Context: an optimization exercise on an open-source flow, tuned for small area, a short achievable clock period and few clock cycles. The choices shown serve that exercise and are no tape-out recipe. At most, simulation tests tie the RTL to the original design; equivalence was not proved. Function not checked in run 1: the RTL went through the layout flow alone. No activity file was given, so power comes from the tool's default toggle rates.

$ cat flow/config.mk
export PLATFORM = sky130hd
export DESIGN_NAME = data_memory_system
export DESIGN_NICKNAME = data_memory_system
export VERILOG_FILES = /design/flow/design.v
export SDC_FILE = /design/flow/constraint.sdc
export NUM_CORES = 8
export LEC_CHECK = 0
export CAP_MARGIN = 20
export CORE_MARGIN = 2
export CORE_UTILIZATION = 60
export SETUP_SLACK_MARGIN = 0.4
export SLEW_MARGIN = 20
$ cat flow/constraint.sdc
create_clock -name core_clock -period 12.0 [get_ports {CLK}]
set_input_delay 2.4000 -clock core_clock [delete_from_list [all_inputs] [get_ports {CLK}]]
set_output_delay 2.4000 -clock core_clock [all_outputs]
set_load 0.01 [all_outputs]
$ cat flow/design.v
module Controller (
	input  wire  rst_n,
	input  wire  CLK,
	input  wire  Mem_Wr,
	input  wire  Mem_Rd,
	input  wire  Hit,
	input  wire  Ready,
	output reg   idle,
	output reg   mem,
	output reg   fill,        
	output reg   st_hit,      
	output reg   EnMain_Rd,
	output reg   EnMain_Wr,
	output reg   stall
);
always @(posedge CLK, negedge rst_n) begin
	if (!rst_n) begin
		idle      <= 1'b1;
		mem       <= 1'b0;
		stall     <= 1'b1;
		EnMain_Rd <= 1'b0;
		EnMain_Wr <= 1'b0;
	end
	else if (idle) begin
		if (Mem_Wr) begin
			idle      <= 1'b0;
			mem       <= 1'b1;
			EnMain_Wr <= 1'b1;
		end
		else if (Mem_Rd && !Hit) begin
			idle      <= 1'b0;
			mem       <= 1'b1;
			EnMain_Rd <= 1'b1;
		end
		else if (Mem_Rd) begin
			idle      <= 1'b0;
			stall     <= 1'b0;
		end
	end
	else if (mem) begin
		if (Ready) begin
			mem       <= 1'b0;
			stall     <= 1'b0;
			EnMain_Rd <= 1'b0;
			EnMain_Wr <= 1'b0;
		end
	end
	else begin
		idle  <= 1'b1;
		stall <= 1'b1;
	end
end
always @(posedge CLK) begin
	if (idle) begin
		fill   <= Mem_Rd && !Hit;
		st_hit <= Mem_Wr && Hit;
	end
end
endmodule
module Cache_Memory #(
	parameter DATA_WIDTH = 32,
	parameter ADDR_WIDTH = 10,
	parameter BLOCKS_NUM = 32,
	parameter INDEX      = $clog2(BLOCKS_NUM),
	parameter OFFSET     = 2,
	parameter TAG        = ADDR_WIDTH - INDEX - OFFSET
)
(
	input  wire                   rst_n,
	input  wire                   CLK,
	input  wire                   Rd_en,      
	input  wire [ADDR_WIDTH-1:0]  Address,
	output reg                    Hit,
	output reg  [DATA_WIDTH-1:0]  Data_out,
	input  wire [ADDR_WIDTH-1:0]  Wr_Address,
	input  wire                   Fill_wr,    
	input  wire                   Word_wr,    
	input  wire [DATA_WIDTH-1:0]  Word_in,
	input  wire [DATA_WIDTH-1:0]  cache_in0,
	input  wire [DATA_WIDTH-1:0]  cache_in1,
	input  wire [DATA_WIDTH-1:0]  cache_in2,
	input  wire [DATA_WIDTH-1:0]  cache_in3
);
localparam WORDS = BLOCKS_NUM * 4;
integer i;
wire [INDEX-1:0]  index_mapping  = Address[OFFSET+INDEX-1:OFFSET];
wire [TAG-1:0]    tag_mapping    = Address[ADDR_WIDTH-1:OFFSET+INDEX];
wire [OFFSET+INDEX-1:0] word_mapping = Address[OFFSET+INDEX-1:0];
wire [INDEX-1:0]  wr_index  = Wr_Address[OFFSET+INDEX-1:OFFSET];
wire [TAG-1:0]    wr_tag    = Wr_Address[ADDR_WIDTH-1:OFFSET+INDEX];
wire [OFFSET-1:0] wr_offset = Wr_Address[OFFSET-1:0];
reg [TAG-1:0]        tag   [BLOCKS_NUM-1:0];
reg                  valid [BLOCKS_NUM-1:0];
reg [DATA_WIDTH-1:0] data  [WORDS-1:0];      
always @(posedge CLK, negedge rst_n) begin
	if (!rst_n) begin
		for (i = 0; i < BLOCKS_NUM; i = i + 1)
			valid[i] <= 1'b0;
	end
	else begin
		for (i = 0; i < BLOCKS_NUM; i = i + 1)
			if (Fill_wr && wr_index == i)
				valid[i] <= 1'b1;
	end
end
reg [DATA_WIDTH-1:0] wr_word [3:0];
always @(*) begin
	wr_word[0] = Fill_wr ? cache_in0 : Word_in;
	wr_word[1] = Fill_wr ? cache_in1 : Word_in;
	wr_word[2] = Fill_wr ? cache_in2 : Word_in;
	wr_word[3] = Fill_wr ? cache_in3 : Word_in;
end
always @(posedge CLK) begin
	for (i = 0; i < BLOCKS_NUM; i = i + 1)
		if (Fill_wr && wr_index == i)
			tag[i] <= wr_tag;
	for (i = 0; i < WORDS; i = i + 1)
		if ((Fill_wr || (Word_wr && wr_offset == i % 4)) && wr_index == i / 4)
			data[i] <= wr_word[i % 4];
end
always @(*) begin
	Hit = 1'b0;
	for (i = 0; i < BLOCKS_NUM; i = i + 1)
		Hit = Hit | ((index_mapping == i) && valid[i] && tag[i] == tag_mapping);
	Data_out = {DATA_WIDTH{1'b0}};
	for (i = 0; i < WORDS; i = i + 1)
		Data_out = Data_out | (data[i] & {DATA_WIDTH{Rd_en && word_mapping == i}});
end
endmodule
module data_memory_system #(
	parameter DATA_WIDTH = 32,
	parameter ADDR_WIDTH = 10
)
(
	input  wire  			     CLK,
	input  wire  				 rst_n,
	input  wire 				 MemRead,
	input  wire  				 MemWrite,
	input  wire [ADDR_WIDTH-1:0] WordAddress,
	input  wire [DATA_WIDTH-1:0] DataIn,
	output wire                  Stall,
	output wire [DATA_WIDTH-1:0] DataOut,
	output wire                  MainRead,
	output wire                  MainWrite,
	output wire [ADDR_WIDTH-1:0] MainAddress,
	output wire [DATA_WIDTH-1:0] MainWriteData,
	input  wire                  MainReady,
	input  wire [DATA_WIDTH-1:0] MainData0,
	input  wire [DATA_WIDTH-1:0] MainData1,
	input  wire [DATA_WIDTH-1:0] MainData2,
	input  wire [DATA_WIDTH-1:0] MainData3
);
wire                  idle, mem, fill, st_hit, hit;
wire [DATA_WIDTH-1:0] lookup_data;
reg  [ADDR_WIDTH-1:0] addr_q;
reg  [DATA_WIDTH-1:0] wdata_q;
reg  [ADDR_WIDTH-1:0] waddr_c;
reg  [DATA_WIDTH-1:0] wdata_c;
reg  [DATA_WIDTH-1:0] dout_q;
Controller ctrl (
	.rst_n(rst_n),
	.CLK(CLK),
	.Mem_Wr(MemWrite),
	.Mem_Rd(MemRead),
	.Hit(hit),
	.Ready(MainReady),
	.idle(idle),
	.mem(mem),
	.fill(fill),
	.st_hit(st_hit),
	.EnMain_Rd(MainRead),
	.EnMain_Wr(MainWrite),
	.stall(Stall)
);
Cache_Memory #(
	.DATA_WIDTH(DATA_WIDTH),
	.ADDR_WIDTH(ADDR_WIDTH)
) cache (
	.rst_n(rst_n),
	.CLK(CLK),
	.Rd_en(idle),
	.Address(WordAddress),
	.Hit(hit),
	.Data_out(lookup_data),
	.Wr_Address(waddr_c),
	.Fill_wr(mem && fill),
	.Word_wr(mem && st_hit),
	.Word_in(wdata_c),
	.cache_in0(MainData0),
	.cache_in1(MainData1),
	.cache_in2(MainData2),
	.cache_in3(MainData3)
);
reg [DATA_WIDTH-1:0] main_word;
always @(*) begin
	case (waddr_c[1:0])
		2'd0:    main_word = MainData0;
		2'd1:    main_word = MainData1;
		2'd2:    main_word = MainData2;
		default: main_word = MainData3;
	endcase
end
always @(posedge CLK) begin
	if (idle) begin
		addr_q  <= WordAddress;
		wdata_q <= DataIn;
	end
	if (idle && (MemRead || MemWrite))
		waddr_c <= WordAddress;
	if (idle && MemWrite)
		wdata_c <= DataIn;
	dout_q <= lookup_data | (main_word & {DATA_WIDTH{mem}});
end
assign DataOut       = dout_q;
assign MainAddress   = addr_q;
assign MainWriteData = wdata_q;
endmodule
$ cat flow/flow/run.sh
#!/bin/bash
# Standard ORFS layout, with timing repair aiming at a much tighter
# setup target than the 12 ns clock needs.
set -euo pipefail
bash standard.sh SETUP_SLACK_MARGIN=8.0 finish > make_finish.log 2>&1
$ cat flow/standard.sh
#!/bin/bash
# synth_recipe.tcl (not shown) runs the flow's synth.tcl, then flattens the netlist and writes it again
# the make line also repeats each setting of config.mk as NAME=value (left out here)
make -C /OpenROAD-flow-scripts/flow DESIGN_CONFIG=/design/flow/config.mk WORK_HOME=/design/flow/orfs CLKGATE_MAP_FILE= SYNTH_SCRIPT=/design/flow/synth_recipe.tcl "${@:-finish}"
==> results.yml, run 1 <==
synthesis:
  synthTopCellsByArea: "edfxtp_1, a22oi_1, nand2_1"
  ys_seq_elements: 4347
  synthArstFlopShare: 0.008512
  syn-instance-count: 9207
  syn_nets: 9382
  seq_area_frac_synth: 0.8048
  netlist.area_leader.share: 0.7951
  synth_top_flop_cell: "edfxtp_1"
  yosysWarnings: 7
  synth_area_sq_um: 161600
  syn_area_per_cell_sq_um: 17.55
  yosys.area.top_type: "edfxtp_1"
  synth_edf_count: 4278
  synth_cell_types: 80
grt:
  grt_start_max_net_pins: 111
  grt.total_usage: 0.9248
  overflow: 2737
  grt_pass1_vias: 149000
  grt_pass1_wl_microns: 1653000
placement:
  dp_hpwl_microns: 679800
  gp_congestion: 1.215
  port_buffers: 251
  pre_cts_slack_ns: 4.247
  placed_cell_area_sq_um: 174600
floorplan:
  row_count: 190
  initial_core_util: 0.6031
  die_h_microns: 522.9
  ios: 252
  dieWidth_microns: 522.9
cts:
  holdBufCountCts: 0
  clkSinkCount: 4347
  h-tree-depth: 5
  clockRootBuffer: "clkbuf_16"
  cts_buffers: 424
  cts_buffer_depth: 4
outcome:
  run_status: "did not finish"
  flow.stopped_at: "global routing (5_1_grt)"
  error: "[ERROR GRT-0116] Global routing finished with congestion. Check the congestion regions in the DRC Viewer."
per-layer routing:
layer / track usage / overflow
met3: 0.8919 / 550
met5: 0.7926 / 67
met4: 0.8884 / 785
met2: 0.9711 / 893
met1: 0.9333 / 442
cells by family after synthesis:
kind of cell,after synthesis,synth area share
mux,140,0.01146
xor+xnor,96,0.005204
compound gates,2272,0.1076
buf+inv,560,0.01420
simple gates,1792,0.05675
flops,4347,0.8048
synthesized netlist by cell type (55+ instances only):
cell type and number:
a21oi_1 103, a221oi_1 125, a222oi_1 106, a22o_1 167, a22oi_1 1366, buf_2 82
clkbuf_1 406, edfxtp_1 4278, mux2i_1 71, nand2_1 552, nand3_1 117, nand4_1 208
nor2_1 373, nor3_1 91, nor4_1 119, o21ai_0 55, o22ai_1 111, xor2_1 86
power by group through the flow:
stage	Combinational (uW)	Sequential, uW	Clock [uW]
floorplan	1850	19400	0
global placement	6290	19500	0
detailed placement	6370	19500	0
CTS	6750	19200	13200
how the worst max path moves through the flow:
| stage | from | end | slack, ns |
|---|---|---|---|
| after floorplan | WordAddress[0] | dout_q[17]$_DFF_P_ | 7.14 |
| after global placement | WordAddress[0] | dout_q[13]$_DFF_P_ | 4.30 |
| after detailed placement | WordAddress[0] | dout_q[13]$_DFF_P_ | 4.25 |
| after CTS | WordAddress[5] | dout_q[27]$_DFF_P_ | 7.36 |
per-stage QoR:
step                cells  hold WS, ns
floorplan            9207       0.4311
global placement    13150       0.4453
detailed placement  13170       0.4513
CTS                 14610       0.4715
repair_timing:
| item | CTS |
|---|---|
| cloned | 46 |
| hold endpoints to repair | 0 |
| pin swaps | 301 |
| buffers inserted | 601 |
| gates resized for setup | 1395 |
| endpoints found under the setup margin | 171 |
==> inputs of run 2 (changes only) <==
--- a/flow/design.v
+++ b/flow/design.v
@@ -68,7 +68,6 @@
 (
 	input  wire                   rst_n,
 	input  wire                   CLK,
-	input  wire                   Rd_en,      
 	input  wire [ADDR_WIDTH-1:0]  Address,
 	output reg                    Hit,
 	output reg  [DATA_WIDTH-1:0]  Data_out,
@@ -91,7 +90,10 @@
 wire [OFFSET-1:0] wr_offset = Wr_Address[OFFSET-1:0];
 reg [TAG-1:0]        tag   [BLOCKS_NUM-1:0];
 reg                  valid [BLOCKS_NUM-1:0];
-reg [DATA_WIDTH-1:0] data  [WORDS-1:0];      
+reg [DATA_WIDTH-1:0] cache_word0 [BLOCKS_NUM-1:0];
+reg [DATA_WIDTH-1:0] cache_word1 [BLOCKS_NUM-1:0];
+reg [DATA_WIDTH-1:0] cache_word2 [BLOCKS_NUM-1:0];
+reg [DATA_WIDTH-1:0] cache_word3 [BLOCKS_NUM-1:0];
 always @(posedge CLK, negedge rst_n) begin
 	if (!rst_n) begin
 		for (i = 0; i < BLOCKS_NUM; i = i + 1)
@@ -114,17 +116,25 @@
 	for (i = 0; i < BLOCKS_NUM; i = i + 1)
 		if (Fill_wr && wr_index == i)
 			tag[i] <= wr_tag;
-	for (i = 0; i < WORDS; i = i + 1)
-		if ((Fill_wr || (Word_wr && wr_offset == i % 4)) && wr_index == i / 4)
-			data[i] <= wr_word[i % 4];
+	if (Fill_wr || (Word_wr && wr_offset == 2'd0))
+		cache_word0[wr_index] <= wr_word[0];
+	if (Fill_wr || (Word_wr && wr_offset == 2'd1))
+		cache_word1[wr_index] <= wr_word[1];
+	if (Fill_wr || (Word_wr && wr_offset == 2'd2))
+		cache_word2[wr_index] <= wr_word[2];
+	if (Fill_wr || (Word_wr && wr_offset == 2'd3))
+		cache_word3[wr_index] <= wr_word[3];
 end
 always @(*) begin
 	Hit = 1'b0;
 	for (i = 0; i < BLOCKS_NUM; i = i + 1)
 		Hit = Hit | ((index_mapping == i) && valid[i] && tag[i] == tag_mapping);
-	Data_out = {DATA_WIDTH{1'b0}};
-	for (i = 0; i < WORDS; i = i + 1)
-		Data_out = Data_out | (data[i] & {DATA_WIDTH{Rd_en && word_mapping == i}});
+	case (Address[OFFSET-1:0])
+		2'd0:    Data_out = cache_word0[index_mapping];
+		2'd1:    Data_out = cache_word1[index_mapping];
+		2'd2:    Data_out = cache_word2[index_mapping];
+		default: Data_out = cache_word3[index_mapping];
+	endcase
 end
 endmodule
 module data_memory_system #(
@@ -154,8 +164,6 @@
 wire [DATA_WIDTH-1:0] lookup_data;
 reg  [ADDR_WIDTH-1:0] addr_q;
 reg  [DATA_WIDTH-1:0] wdata_q;
-reg  [ADDR_WIDTH-1:0] waddr_c;
-reg  [DATA_WIDTH-1:0] wdata_c;
 reg  [DATA_WIDTH-1:0] dout_q;
 Controller ctrl (
 	.rst_n(rst_n),
@@ -178,14 +186,13 @@
 ) cache (
 	.rst_n(rst_n),
 	.CLK(CLK),
-	.Rd_en(idle),
 	.Address(WordAddress),
 	.Hit(hit),
 	.Data_out(lookup_data),
-	.Wr_Address(waddr_c),
+	.Wr_Address(addr_q),
 	.Fill_wr(mem && fill),
 	.Word_wr(mem && st_hit),
-	.Word_in(wdata_c),
+	.Word_in(wdata_q),
 	.cache_in0(MainData0),
 	.cache_in1(MainData1),
 	.cache_in2(MainData2),
@@ -193,7 +200,7 @@
 );
 reg [DATA_WIDTH-1:0] main_word;
 always @(*) begin
-	case (waddr_c[1:0])
+	case (addr_q[1:0])
 		2'd0:    main_word = MainData0;
 		2'd1:    main_word = MainData1;
 		2'd2:    main_word = MainData2;
@@ -201,15 +208,9 @@
 	endcase
 end
 always @(posedge CLK) begin
-	if (idle) begin
-		addr_q  <= WordAddress;
-		wdata_q <= DataIn;
-	end
-	if (idle && (MemRead || MemWrite))
-		waddr_c <= WordAddress;
-	if (idle && MemWrite)
-		wdata_c <= DataIn;
-	dout_q <= lookup_data | (main_word & {DATA_WIDTH{mem}});
+	addr_q  <= WordAddress;
+	wdata_q <= DataIn;
+	dout_q <= idle ? lookup_data : main_word;
 end
 assign DataOut       = dout_q;
 assign MainAddress   = addr_q;
==> flow/flow/run.sh (replaced) <==
#!/bin/bash
# Standard ORFS layout (the standard.sh), with timing repair aiming at
# a tighter setup target than the 12 ns clock needs.
set -euo pipefail
bash standard.sh SETUP_SLACK_MARGIN=8.0 finish > make_finish.log 2>&1
--- a/flow/config.mk
+++ b/flow/config.mk
@@ -7,6 +7,8 @@
 export LEC_CHECK = 0
 export CAP_MARGIN = 20
 export CORE_MARGIN = 2
-export CORE_UTILIZATION = 60
+export CORE_UTILIZATION = 40
+export CTS_CLUSTER_DIAMETER = 150
+export CTS_CLUSTER_SIZE = 30
 export SETUP_SLACK_MARGIN = 0.4
 export SLEW_MARGIN = 20
==> run 2 against run 1 <==
Synthesized area up 2.5%. Now clean on timing, DRC and antenna. Synthesized cell count down 14%.
==> results.yml, run 2 <==
routing:
  drt_wl_total_microns: 596100
  drtIter0Drc: 16000
  final_antenna_net_count: 0
  drc_errors: 0
  via_per_inst: 6.456
  drt_first_pass_iters: 6
  wl_per_cell_microns: 42.05
  dr_total_vias: 91520
cts:
  cts.clk_slew.worst_paths_ns: 0.11
  clkSinkCount: 4305
  clockRootBuffer: "clkbuf_16"
  cts_buffers: 166
  h-tree-depth: 4
  clk_latency_ns: 0.98
  cts_tree: "built"
  cts_buffer_depth: 4
  holdBufCountCts: 0
pwr:
  powerDensity_nw_per_um2: 160.5
  power_frac_seq: 0.606
  pwr-share-clk: 0.240
  vdd_drop_max_mv: 0.1229
  p_total_uw: 30550
  cellLeakagePower_uw: 0.06000
  internal_power_uw: 22140
  power.switching_uw: 8409
  power_frac_comb: 0.154
  swShare: 0.2753
synthesis:
  synth_edf_count: 4194
  synth_area_sq_um: 165600
  syn-instance-count: 7916
  syn_nets: 8091
  yosys.area.top_type: "edfxtp_1"
  synth_top_flop_cell: "edfxtp_1"
  netlist.area_leader.share: 0.7606
  seq_area_frac_synth: 0.7751
  synth_cell_types: 62
  ys_seq_elements: 4305
  syn_area_per_cell_sq_um: 20.92
  synthTopCellsByArea: "edfxtp_1, mux4_2, mux2i_1"
  yosysMostFrequentCell: "edfxtp_1"
  synthTopCellsByCount: "edfxtp_1, mux4_2, mux2i_1"
  yosysWarnings: 6
  synthArstFlopShare: 0.008595
cells_and_area:
  seq_area_sq_um: 128500
  final_nets: 8740
  final_common_cell: "edfxtp_1"
  synthToLayoutAreaGrowth_pct: 14.96
  multi_input_area_sq_um: 37840
  layout_common_cells: "edfxtp_1, mux4_2, mux2i_1"
  finalNonFillerCells: 14180
  fillers: 34050
  drive_gt1_frac: 0.2765
placement:
  dp.cells: 13510
  gp_congestion: 0.8329
  port_buffers: 251
  dp_hpwl_microns: 306000
floorplan:
  die_area_sq_um: 419100
  row_count: 236
  core_sq_um: 412800
  initial_core_util: 0.4011
  ios: 252
  dieWidth_microns: 647.4
  die_h_microns: 647.4
grt:
  antenna_found_initial: 34
  grt.total_usage: 0.2774
  grt_pass1_wl_microns: 781500
  grt_start_max_net_pins: 61
  overflow: 0
  grt_pass1_vias: 86440
timing:
  setup-violations-final: 0
  fin_hold_ws_ns: 0.4815
  rsz0062_at_grt: "true"
  clock_skew_ns: 0.06298
  fmax_ghz: 0.2371
  fin_crit_ns: 4.217
  setup_tns_ns: 0
  drv_slew: 0
  fin_crit_sh: 0.3514
  hold_viol_final: 0
  tightest_slew_ns: 1.133
  relSlewSlack: 0.2447
hold_path:
  hold_path.class: "flop to flop"
critical_path:
  path_max_fanout: 7
  worstPathArrival_ns: 5.02
  cp-start-kind: "primary input"
  cp.required_ns: 12.81
  critPathKind: "primary input to flop"
  cp-end-kind: "flop"
job:
  maxCapViolCount: 0
outcome:
  run_status: "timing/DRC/antenna clean"
==> run 2: cell types whose count changed after synthesis, sizes merged, moves of 131 or more <==
| cell | delta |
|---|---|
| mux4 | +841 |
| a22o | -131 |
| mux2i | +381 |
| clkbuf | -232 |
| a22oi | -1183 |
| buf | +137 |
| nand4 | -195 |
==> run 2: kinds of logic (layout without fill, tap and decap cells) <==
logic type	count (synthesis)	count (layout)	synth area share
flops	4305	4305	0.7751
mux	1329	1329	0.1463
simple gates	868	869	0.02190
compound gates	851	851	0.03656
buf+inv	467	1232	0.01503
xor+xnor	96	96	0.005078
other cells	0	20	0
==> run 2: cell type report <==
| type | instances | area share |
|---|---|---|
| diodes | 20 | 0.0002629 |
| clock buffers | 274 | 0.02440 |
| clock inverters | 11 | 0.0009925 |
| inverters | 7 | 0.0002498 |
| multi-input cells | 3145 | 0.1988 |
| flip-flops and latches | 4305 | 0.6752 |
| well taps | 5474 | 0.03598 |
| repair buffers | 940 | 0.06412 |
==> run 2: worst paths after layout <==
check / endpoint / slack, ns / start / depth (start not counted)
min: cache.valid[18]$_DFFE_PN0P_ / 0.48 / cache.valid[18]$_DFFE_PN0P_ / 1
min in group asynchronous: ctrl.EnMain_Rd$_DFFE_PN0P_ / 1.43 / rst_n / 1
max: dout_q[22]$_DFF_P_ / 7.78 / WordAddress[2] / 11
max in group asynchronous: cache.valid[16]$_DFFE_PN0P_ / 10.12 / rst_n / 1
min reg2reg: cache.valid[18]$_DFFE_PN0P_ / 0.48 / cache.valid[18]$_DFFE_PN0P_ / 1
max reg2reg: cache.cache_word1[6][28]$_DFFE_PP_ / 7.91 / ctrl.mem$_DFFE_PN0P_ / 4
==> run 2: metrics by stage <==
stage,setup slack (ns),area [sq um],util
floorplan,7.670,166400,-
global placement,4.685,176300,0.4271
detailed placement,4.630,176500,0.4276
CTS,7.843,187700,0.4547
global route,7.822,190300,0.4611
finish,7.783,190400,0.4611
==> run 2: metal layers <==
metal / GRT usage / part of all wire / vias up
met1: 0.3653 / 0.35 / 49270
met5: 0 / 0.00026 / -
li1: - / - / 34070
met2: 0.4294 / 0.45 / 6953
met4: 0.1468 / 0.065 / 24
met3: 0.06558 / 0.13 / 1204
==> run 2: timing repair <==
| action | 4_1_cts | 5_1_grt |
|---|---|---|
| resized for setup | 882 | 239 |
| setup buffers | 138 | 106 |
| pin swaps | 50 | 98 |
| endpoints found under the hold margin | 0 | 0 |
| endpoints found under the setup margin | 514 | 533 |
| cloned | 88 | 25 |
==> run 2: power groups by stage <==
| stage | sequential, uW | clock (uW) | combinational [uW] |
|---|---|---|---|
| after global routing | 18500 | 7790 | 4840 |
| after CTS | 18500 | 7350 | 4490 |
| final | 18500 | 7330 | 4700 |
| after floorplan | 18600 | 0 | 1940 |
| after global placement | 18800 | 0 | 4000 |
| after detailed placement | 18800 | 0 | 4180 |
==> run 2: critical path, cell delays in order <==
cell     delay [ns]
buf_16         0.14
buf_16         0.17
buf_6          0.12
buf_12         0.13
buf_16         0.13
buf_12         0.15
buf_12         0.11
mux4_2         0.47
mux4_2         0.49
a22oi_2        0.48
a41oi_2        0.18
Testbench counts of run 2, summed over its fixed seeds: cycles 138,291.

## what the ideal ports hide
How much do the figures lean on ideal ports? The routed layout below was timed once more, with nothing changed but the port constraints. Step 1: set_driving_cell puts a clkbuf_16 on CLK and a buf_2 on each other input, an assumption about the parent block. Step 2 also shifts input and output timing later by t, the mid clock arrival at the registers, as if the neighbouring blocks saw the same clock. Slacks: ideal ports / drivers / drivers and shift; pairs: ideal ports / drivers.
run: run 2
t, ns: 1.062
setup slack, ns: 7.783 / 7.497 / 6.435
hold slack, ns: 0.481 / 0.481 / 0.481
worst setup path at the end: input to register
pins driven straight from the clock port: 1
After both steps setup and hold are still met in run 2. For run 2, drivers alone change the setup slack by -0.286 ns; drivers and shift together by -1.348 ns.
